Background: an optimization exercise with open tools, aiming at small area and a short achievable clock period. Do not read the settings as production practice. RTL that was checked went through simulation tests only; none was proved equivalent to the original. No driver is modelled on the clock port, so clocking that relies on it looks cheaper here than on a real chip.

// MultiTop
module MultiTop(
    input             clk,
    input      [31:0] a,
    input      [31:0] b,
    output reg [31:0] prod
);
    reg  [31:0] a_q;
    reg  [31:0] b_q;
    wire [31:0] p;
    Multi multi(
        .a(a_q),
        .b(b_q),
        .prod(p)
    );
    always @(posedge clk) begin
        a_q  <= a;
        b_q  <= b;
        prod <= p;
    end
endmodule
clock: 17.0 ns
lec_check: 0
cap_margin: 20
core_margin: 2
core_utilization: 40
slew_margin: 78
synth_hierarchical: 1
synth_minimum_keep_size: 0
standard.sh (not shown) runs the stock make flow with config.mk's settings and CLKGATE_MAP_FILE= SYNTH_SCRIPT=/design/flow/synth_recipe.tcl, a recipe that flattens the netlist after the stock synthesis.
==> flow/flow/run.sh <==
#!/bin/bash
# The standard layout (the standard.sh, standard synthesis included), except that the
# buffers buffer_ports puts on every input and output port are buf_1 cells rather than the
# clkdlybuf4s50_1 delay cells it picks by default. The make output goes to standard.log;
# ORFS keeps each step's own log under orfs/logs/.
set -euo pipefail
bash standard.sh BUFFER_PORTS_ARGS="-buffer_cell sky130_fd_sc_hd__buf_1" finish > standard.log 2>&1
==> next run, changes <==
Settings changed: CORE_UTILIZATION 40 to 55, SLEW_MARGIN 78 to 75.
Design area came out lower by a few percent.
Flip-flop and latch count is unchanged.
Count of clock-buffer cells in the layout shrinks by 2.
Die area falls by a quarter to a third.
Area after synthesis stays the same.
Global-route usage rises by 8.1 points.
Utilization rose by 16 points.
Worst setup slack gets worse by 0.036 ns.
==> next run, changes <==
Settings changed: CORE_UTILIZATION 55 to 40, CTS_BUF_LIST set to sky130_fd_sc_hd__clkbuf_8.
Result: Non-clock buffer count goes up by 3; worst hold slack got worse by 0.21 ns; setup slack is better by 0.055 ns; sequential share of layout area barely changes; clock-buffer cell count does not change; critical path depth increases by 1.
==> next run, changes <==
==> flow/flow/run.sh (replaced) <==
#!/bin/bash
# The standard layout (the standard.sh, standard synthesis included), with two changes:
# - buffer_ports puts buf_1 cells on the ports rather than clkdlybuf4s50_1 delay cells;
# - before the placement-stage repair_design, flow/fanout.tcl sets a max fanout, so that
#   repair_design buffers the high-fanout select nets.
# The make output goes to standard.log; ORFS keeps each step's own log under orfs/logs/.
set -euo pipefail
bash standard.sh BUFFER_PORTS_ARGS="-buffer_cell sky130_fd_sc_hd__buf_1" PRE_RESIZE_TCL="$(pwd)/flow/fanout.tcl" finish > standard.log 2>&1
==> flow/flow/fanout.tcl (new file) <==
# Buffer high-fanout nets (the Booth select lines): repair_design splits any net above this fanout.
set_max_fanout 8 [current_design]
Settings changed: CTS_BUF_LIST sky130_fd_sc_hd__clkbuf_8 to not set, SLEW_MARGIN 75 to 20.
Via count came out higher by 9.0%.
Worst hold slack gets better by 0.26 ns.
Routed wire length rises by 16%.
Sequential share of layout area went down by 1.5 points.
Global-route usage increases by 3.5 points.
Utilization went up by 4.2 points.
Clock-buffer cell count stays the same.
Synthesized cell count does not change.
Critical path depth goes up by 6.
Setup slack got worse by 4.8 ns.
First-iteration DRC count increases by 32%.

========
Another version of the RTL of MultiTop (not shown whole).
For scale: about 96 flip-flops, ~97 I/O pins.
Design MultiTop, start of the top module:
module MultiTop(
    input             clk,
    input      [31:0] a,
    input      [31:0] b,
    output reg [31:0] prod
);
export LEC_CHECK = 0
export CAP_MARGIN = 20
export CORE_MARGIN = 2
export CORE_UTILIZATION = 40
export SLEW_MARGIN = 70
export SYNTH_HIERARCHICAL = 1
export SYNTH_MINIMUM_KEEP_SIZE = 0
create_clock -name core_clock -period 17.0 [get_ports {clk}]
run.sh (not shown) runs the stock make flow with config.mk's settings and CLKGATE_MAP_FILE= SYNTH_SCRIPT=/design/flow/synth_recipe.tcl, a recipe that flattens the netlist after the stock synthesis.
Stock flow here: none of the scripts above is used.
Then changed:
CORE_UTILIZATION = 60   (was 40)
SLEW_MARGIN = 75   (was 70)
The changed run produced a clean layout.
Die area came out lower by 33%.
Clock skew went up by 0.0046 ns.
Critical path depth is unchanged.
Worst hold slack is worse by 0.022 ns.
Design area stays flat.
Then changed:
CORE_UTILIZATION = 40   (was 60)
SLEW_MARGIN = 80   (was 75)
- via count went up by 1.3%
- register-to-register slack improved by 0.03 ns
- design area went up by 14%
- global-route usage went down by 9.3 points
- synthesized cell count stays the same
- maximum frequency went up by 0.51%
Then changed:
SLEW_MARGIN = 85   (was 80)
Result:
- worst setup slack loses 1.3 ns
- first-iteration DRC count went up to 3.4 times its value
- sequential share of layout area is lower by 4.3 points
- via count rises by 57%
No functional check of the RTL was part of any run of this note.

========
Another version of the RTL of MultiTop (not shown whole).
Size: about 1100 cells after synthesis, about 96 flip-flops, ~97 I/O pins, roughly 12000 um2 of cells after synthesis.
clock: 17.0 ns
lec_check: 0
cap_margin: 20
core_margin: 2
core_utilization: 40
slew_margin: 72
synth_hierarchical: 1
synth_minimum_keep_size: 0
standard.sh (not shown) runs the stock make flow with config.mk's settings and CLKGATE_MAP_FILE= SYNTH_SCRIPT=/design/flow/synth_recipe.tcl, a recipe that flattens the netlist after the stock synthesis.
==> flow/flow/run.sh <==
#!/bin/bash
# The standard layout (the standard.sh, standard synthesis included), with these changes:
# - buffer_ports puts buf_1 cells on the ports rather than clkdlybuf4s50_1 delay cells;
# - CTS runs without latency balancing between the two clock nets (-delay_buffer_derate 0
#   -no_insertion_delay), so that it keeps that skew rather than padding the other registers'
#   clock to match it.
# The make output goes to standard.log; ORFS keeps each step's own log under orfs/logs/.
set -euo pipefail
SKEW_CELLS="sky130_fd_sc_hd__clkdlybuf4s15_1" \
  bash standard.sh BUFFER_PORTS_ARGS="-buffer_cell sky130_fd_sc_hd__buf_1" \
    PRE_CTS_TCL="$(pwd)/flow/skew.tcl" \
    CTS_ARGS="-sink_clustering_enable -repair_clock_nets -delay_buffer_derate 0 -no_insertion_delay -root_buf sky130_fd_sc_hd__clkbuf_16 -buf_list sky130_fd_sc_hd__clkbuf_8" \
    finish > standard.log 2>&1
==> flow/flow/skew.tcl <==
set block [ord::get_db_block]
set db [ord::get_db]
set clk [$block findNet clk]
set cells [split $::env(SKEW_CELLS) ","]
set flops {}
set sx 0.0
set sy 0.0
foreach i [$block getInsts] {
  if {[string match "prod*" [$i getName]] && [string match "sky130_fd_sc_hd__df*" [[$i getMaster] getName]]} {
    lappend flops $i
    set bb [$i getBBox]
    set sx [expr {$sx + [$bb xMin]}]
    set sy [expr {$sy + [$bb yMin]}]
  }
}
set nf [llength $flops]
puts "skew: $nf product registers"
if {$nf != 32} { error "skew: expected 32 product registers, found $nf" }
set cx [expr {int($sx / $nf)}]
set cy [expr {int($sy / $nf)}]
set prev $clk
set k 0
foreach c $cells {
  set m [$db findMaster $c]
  if {$m eq "NULL" || $m eq ""} { error "skew: no master $c" }
  set inst [odb::dbInst_create $block $m skew_dly_$k]
  set net [odb::dbNet_create $block clk_prod_$k]
  $net setSigType CLOCK
  [$inst findITerm A] connect $prev
  [$inst findITerm X] connect $net
  $inst setLocation $cx $cy
  $inst setPlacementStatus PLACED
  set prev $net
  incr k
}
foreach i $flops {
  set it [$i findITerm CLK]
  $it disconnect
  $it connect $prev
}
puts "skew: product registers now clocked from [$prev getName] through $k cells"
detailed_placement
The first run went through all stages and came out clean.
Rerun with:
--- a/flow/flow/run.sh
+++ b/flow/flow/run.sh
@@ -11,3 +11,3 @@
     PRE_CTS_TCL="$(pwd)/flow/skew.tcl" \
-    CTS_ARGS="-sink_clustering_enable -repair_clock_nets -delay_buffer_derate 0 -no_insertion_delay -root_buf sky130_fd_sc_hd__clkbuf_16 -buf_list sky130_fd_sc_hd__clkbuf_8" \
+    CTS_ARGS="-sink_clustering_enable -repair_clock_nets -delay_buffer_derate 0 -no_insertion_delay -buf_list sky130_fd_sc_hd__clkbuf_8 sky130_fd_sc_hd__clkbuf_16" \
     finish > standard.log 2>&1
This time the run stopped in clock tree synthesis on STA-0564.
Synthesized cell count stays the same.
Area after synthesis does not change.

========
build 88:
Another version of the RTL of MultiTop (not shown whole).
Size: ~96 flip-flops, about 97 I/O pins, roughly 12000 µm² of cells after synthesis.
==> flow/design.v (excerpt) <==
module MultiTop(
    input             clk,
    input      [31:0] a,
    input      [31:0] b,
    output reg [31:0] prod
);
Settings: LEC_CHECK=0, CAP_MARGIN=20, CORE_MARGIN=2, CORE_UTILIZATION=40, SLEW_MARGIN=65, SYNTH_HIERARCHICAL=1, SYNTH_MINIMUM_KEEP_SIZE=0; clock period 17.0 ns.
==> flow/flow/run.sh <==
#!/bin/bash
# The standard layout (the standard.sh, standard synthesis included), with these changes:
# - buffer_ports puts buf_1 cells on the ports rather than clkdlybuf4s50_1 delay cells;
# - CTS runs without latency balancing between the two clock nets (-delay_buffer_derate 0
#   -no_insertion_delay), so that it keeps that skew rather than padding the other registers'
#   clock to match it.
# The make output goes to standard.log; ORFS keeps each step's own log under orfs/logs/.
set -euo pipefail
SKEW_CELLS="sky130_fd_sc_hd__clkdlybuf4s18_1" \
  bash standard.sh BUFFER_PORTS_ARGS="-buffer_cell sky130_fd_sc_hd__buf_1" \
    PRE_CTS_TCL="$(pwd)/flow/skew.tcl" \
    CTS_ARGS="-sink_clustering_enable -repair_clock_nets -delay_buffer_derate 0 -no_insertion_delay -buf_list sky130_fd_sc_hd__clkbuf_8" \
    finish > standard.log 2>&1
Scripts as last shown in full above: flow/flow/skew.tcl
Changes in build 41 relative to build 88:
diff --git a/flow/config.mk b/flow/config.mk
--- a/flow/config.mk
+++ b/flow/config.mk
@@ -11 +11 @@
-export SLEW_MARGIN = 65
+export SLEW_MARGIN = 72
Notes after the runs:
- Build 41 finished all stages; the layout is clean.
- On flip-flop and latch share of the layout cell area, build 41 and build 88 are neck and neck.
- Final core utilization ends up higher on build 41.
- Build 41: met1 demand-to-capacity share in global routing lower than build 88
- Build 41 ends up with higher worst setup slack than build 88 does.
- Worst hold slack: build 41 vs build 88 down 90 ps
- Taking build 88 as the reference, in build 41 count of filler cells inserted in the layout decreased by 66 relative to the old numbers, initial core utilization level, HPWL after detailed placement comparable, area after synthesis neither gained nor lost much.
Input-level comparison between build 35 and build 41:
diff --git a/flow/flow/run.sh b/flow/flow/run.sh
--- a/flow/flow/run.sh
+++ b/flow/flow/run.sh
@@ -12 +12 @@
-    CTS_ARGS="-sink_clustering_enable -repair_clock_nets -delay_buffer_derate 0 -no_insertion_delay -buf_list sky130_fd_sc_hd__clkbuf_8" \
+    CTS_ARGS="-sink_clustering_enable -repair_clock_nets -delay_buffer_derate 0 -no_insertion_delay" \
## What came out
- Between build 41 and build 35, worst setup slack for register-to-register paths decreased.
- Diff build 35..build 41 | synthesized netlist net count | unchanged
- Any difference in multi-input combinational cell area between build 35 and build 41 is small enough to ignore.
- Build 41 and build 35 ended up with nearly the same number of vias after detailed routing.
- Setup WNS build 41 -> build 35: better
- Of build 35 and build 41, it is build 35 that has the higher relative area change from synthesis to final layout.

========
MultiTop with an RTL version that a note above also has.
Size: ~1,100 cells after synthesis, ~96 flip-flops, ~97 I/O pins.
export LEC_CHECK = 0
export CAP_MARGIN = 20
export CORE_MARGIN = 2
export CORE_UTILIZATION = 40
export SLEW_MARGIN = 75
export SYNTH_HIERARCHICAL = 1
export SYNTH_MINIMUM_KEEP_SIZE = 0
create_clock -name core_clock -period 17.0 [get_ports {clk}]
==> flow/flow/run.sh <==
#!/bin/bash
# The standard layout (the standard.sh, standard synthesis included), except that the
# buffers buffer_ports puts on every input and output port are buf_1 cells rather than the
# clkdlybuf4s50_1 delay cells it picks by default. The make output goes to standard.log;
# ORFS keeps each step's own log under orfs/logs/.
set -euo pipefail
bash standard.sh BUFFER_PORTS_ARGS="-buffer_cell sky130_fd_sc_hd__buf_1" finish > standard.log 2>&1
Edit:
==> flow/run.sh (new file) <==
#!/bin/bash
# synth_recipe.tcl (not shown) runs the flow's synth.tcl, then flattens the netlist and writes it again
# the make line also repeats each setting of config.mk as NAME=value (left out here)
make -C /OpenROAD-flow-scripts/flow DESIGN_CONFIG=/design/flow/config.mk WORK_HOME=/design/flow/orfs CLKGATE_MAP_FILE= SYNTH_SCRIPT=/design/flow/synth_recipe.tcl finish
removed: flow/flow/run.sh
removed: flow/standard.sh
Result:
- worst hold slack loses 0.12 ns
- sequential share of layout area is lower by 0.60 points
- wire length barely changes
- design area rises by 5.1%
- fmax is lower by 0.81%
- via count decreases by 1.9%
- clock-buffer cell count falls by 1
- die area stays the same

========
== north ==
Another version of the RTL of MultiTop (not shown whole).
Size: about 1100 cells after synthesis, ~96 flip-flops, about 97 I/O pins, ~12000 sq um of cells after synthesis.
clock: 17.0 ns
lec_check: 0
cap_margin: 20
core_margin: 2
core_utilization: 40
slew_margin: 72
synth_hierarchical: 1
synth_minimum_keep_size: 0
==> flow/flow/run.sh <==
#!/bin/bash
set -euo pipefail
SKEW_CELLS="sky130_fd_sc_hd__clkdlybuf4s50_1" \
  bash standard.sh BUFFER_PORTS_ARGS="-buffer_cell sky130_fd_sc_hd__buf_1" PRE_CTS_TCL="$(pwd)/flow/skew.tcl" CTS_ARGS="-sink_clustering_enable -repair_clock_nets -delay_buffer_derate 0 -no_insertion_delay" finish > standard.log 2>&1
Scripts as last shown in full above: flow/flow/skew.tcl
The inputs of south differ from those of north as listed below.
==> flow/flow/run.sh <==
#!/bin/bash
set -euo pipefail
SKEW_CELLS="sky130_fd_sc_hd__clkdlybuf4s50_1" \
  bash standard.sh BUFFER_PORTS_ARGS="-buffer_cell sky130_fd_sc_hd__buf_1" PRE_CTS_TCL="$(pwd)/flow/skew.tcl" finish > standard.log 2>&1
Notes after the runs:
- south went all the way through synthesis, placement and routing and the layout is clean on timing, DRC and antenna.
- Going from north to south, maximum frequency decreased 4.8%, slack of the critical path decreased 0.26 ns, detailed-route wire length on metal 1 increased about 1%, worst hold slack increased 0.73 ns.
- Higher data required time at the worst endpoint among south and north: south
Changes in east relative to south:
- a change of CORE_UTILIZATION from 40 to 35
- a change of SLEW_MARGIN from 72 to 75
==> flow/flow/run.sh <==
#!/bin/bash
# The standard layout (the standard.sh, standard synthesis included), except that the
# buffers buffer_ports puts on every input and output port are buf_1 cells rather than the
# clkdlybuf4s50_1 delay cells it picks by default. The make output goes to standard.log;
# ORFS keeps each step's own log under orfs/logs/.
set -euo pipefail
bash standard.sh BUFFER_PORTS_ARGS="-buffer_cell sky130_fd_sc_hd__buf_1" finish > standard.log 2>&1
removed: flow/flow/skew.tcl
Results
Going from south to east, final design utilization shrinks by 6.3 points.
Aggregate routed wire length on east is down relative to south.
Relative to south, east improves count of vias placed by the detailed router.
Setup changes, east to west
- swapping 75 for 72 in SLEW_MARGIN
- swapping 35 for 40 in CORE_UTILIZATION
==> flow/flow/run.sh <==
#!/bin/bash
set -euo pipefail
SKEW_CELLS="sky130_fd_sc_hd__clkdlybuf4s50_1" \
  bash standard.sh BUFFER_PORTS_ARGS="-buffer_cell sky130_fd_sc_hd__buf_1" PRE_CTS_TCL="$(pwd)/flow/skew.tcl" finish > standard.log 2>&1
==> flow/flow/skew.tcl (new file) <==
set block [ord::get_db_block]
set db [ord::get_db]
set clk [$block findNet clk]
set cells [split $::env(SKEW_CELLS) ","]
set flops {}
set sx 0.0
set sy 0.0
foreach i [$block getInsts] {
  if {[string match {prod\[*} [$i getName]]} {
    lappend flops $i
    set bb [$i getBBox]
    set sx [expr {$sx + [$bb xMin]}]
    set sy [expr {$sy + [$bb yMin]}]
  }
}
set nf [llength $flops]
puts "skew: $nf product registers"
if {$nf != 32} { error "skew: expected 32 product registers, found $nf" }
set cx [expr {int($sx / $nf)}]
set cy [expr {int($sy / $nf)}]
set prev $clk
set k 0
foreach c $cells {
  set m [$db findMaster $c]
  if {$m eq "NULL" || $m eq ""} { error "skew: no master $c" }
  set inst [odb::dbInst_create $block $m skew_dly_$k]
  set net [odb::dbNet_create $block clk_prod_$k]
  $net setSigType CLOCK
  [$inst findITerm A] connect $prev
  [$inst findITerm X] connect $net
  $inst setLocation $cx $cy
  $inst setPlacementStatus PLACED
  set prev $net
  incr k
}
foreach i $flops {
  set it [$i findITerm CLK]
  $it disconnect
  $it connect $prev
}
puts "skew: product registers now clocked from [$prev getName] through $k cells"
detailed_placement
--- outcome ---
Stage in which a tool error killed west: 4_1_cts. Compared with east, west shows worst-case setup slack after placement higher by 0.058 ns. In west, the width of the die came out 12 um below the value in east. Comparing west with east, the number of top-level pins came out essentially unchanged. west vs east — placed cell count dropped by a few percent. Number of synthesized flops with an enable pin: west vs east identical. From west to east, cell count after synthesis did not move at all. Diff east -> west | effective utilization at floorplan | increase of 4.8 points. Re weighted congestion reported at the end of routability-driven placement: west and east aren't equal, and the lower value belongs to west. Of west and east, it is west that has the lower post-detailed-placement half-perimeter wirelength.
The inputs of middle differ from those of west as listed below.
==> flow/flow/run.sh <==
#!/bin/bash
set -euo pipefail
SKEW_CELLS="sky130_fd_sc_hd__clkbuf_2" \
  bash standard.sh BUFFER_PORTS_ARGS="-buffer_cell sky130_fd_sc_hd__buf_1" PRE_CTS_TCL="$(pwd)/flow/skew.tcl" CTS_ARGS="-sink_clustering_enable -repair_clock_nets -delay_buffer_derate 0 -no_insertion_delay" finish > standard.log 2>&1
diff --git a/flow/flow/skew.tcl b/flow/flow/skew.tcl
--- a/flow/flow/skew.tcl
+++ b/flow/flow/skew.tcl
@@ -8,3 +8,3 @@
 foreach i [$block getInsts] {
-  if {[string match {prod\[*} [$i getName]]} {
+  if {[string match "prod*" [$i getName]] && [string match "sky130_fd_sc_hd__df*" [[$i getMaster] getName]]} {
     lappend flops $i
[summary]
The flow ended early for west: it failed with a tool error in 4_1_cts.
middle did not stop at any stage, and its layout met the timing, design-rule and antenna checks.
The share of the synthesized netlist area taken by xor and xnor gates on middle is in line with that on west.
Synthesized cell count: middle vs west identical
The share of synthesized cell area in and, or, nand and nor gates of west and that of middle are within noise of each other.

==> what the ideal ports hide <==
In the flow no input, the clock included, has a driving cell. The finished layouts below were timed again as built, in two steps.
Step 1, drivers: a clkbuf_16 drives clk and a buf_2 each remaining input, both assumed.
Step 2, shift: input delay + t, output delay - t, t = (earliest + latest rising clock arrival at the registers) / 2. This alone moves slack from input paths to output paths.
Three values: no drivers, after step 1, after step 2; two values: the first two.
| run | t (ns) | slack for setup (ns) | worst setup path after step 2 | clock arrival spread, ns | cell pins on the clock port's net |
|---|---|---|---|---|---|
| the first run of note 1 | 0.420 | 11.389 / 11.389 / 11.389 | register to register | 0.016 / 0.016 | 1 |
| the second run of note 1 | 0.409 | 11.352 / 11.352 / 11.352 | register to register | 0.010 / 0.009 | 1 |
| the third run of note 1 | 0.467 | 11.408 / 11.408 / 11.408 | register to register | 0.017 / 0.017 | 1 |
| the fourth run of note 1 | 0.426 | 6.656 / 6.656 / 6.656 | register to register | 0.016 / 0.016 | 1 |
| the first run of note 2 | 0.424 | 11.029 / 11.029 / 11.029 | register to register | 0.011 / 0.011 | 1 |
| the second run of note 2 | 0.412 | 11.259 / 11.259 / 11.259 | register to register | 0.018 / 0.018 | 1 |
| the third run of note 2 | 0.422 | 11.288 / 11.288 / 11.288 | register to register | 0.013 / 0.013 | 1 |
| the fourth run of note 2 | 0.457 | 9.973 / 9.973 / 9.973 | register to register | 0.018 / 0.019 | 1 |
| the first run of note 3 | 0.707 | 12.145 / 12.098 / 12.231 | register to register | 0.622 / 0.622 | 1 |
| build 88 | 0.744 | 12.000 / 12.000 / 12.000 | register to register | 0.650 / 0.650 | 1 |
| build 41 | 0.753 | 12.092 / 12.044 / 12.151 | register to register | 0.647 / 0.647 | 1 |
| build 35 | 0.719 | 12.125 / 12.096 / 12.125 | register to register | 0.623 / 0.622 | 1 |
| the first run of note 5 | 0.416 | 11.462 / 11.462 / 11.462 | register to register | 0.015 / 0.015 | 1 |
| the second run of note 5 | 0.422 | 11.417 / 11.417 / 11.417 | register to register | 0.015 / 0.015 | 1 |
| north | 0.855 | 11.865 / 11.815 / 12.432 | register to register | 0.927 / 0.927 | 1 |
| south | 1.129 | 11.605 / 11.605 / 11.605 | register to register | 0.061 / 0.061 | 2 |
| east | 0.427 | 11.482 / 11.482 / 11.482 | register to register | 0.014 / 0.014 | 1 |
| middle | 0.641 | 12.028 / 12.028 / 12.028 | register to register | 0.491 / 0.492 | 1 |
Clock arrivals are far apart in 6 of these runs, so t is only a midpoint there and step 2 fits no single register.
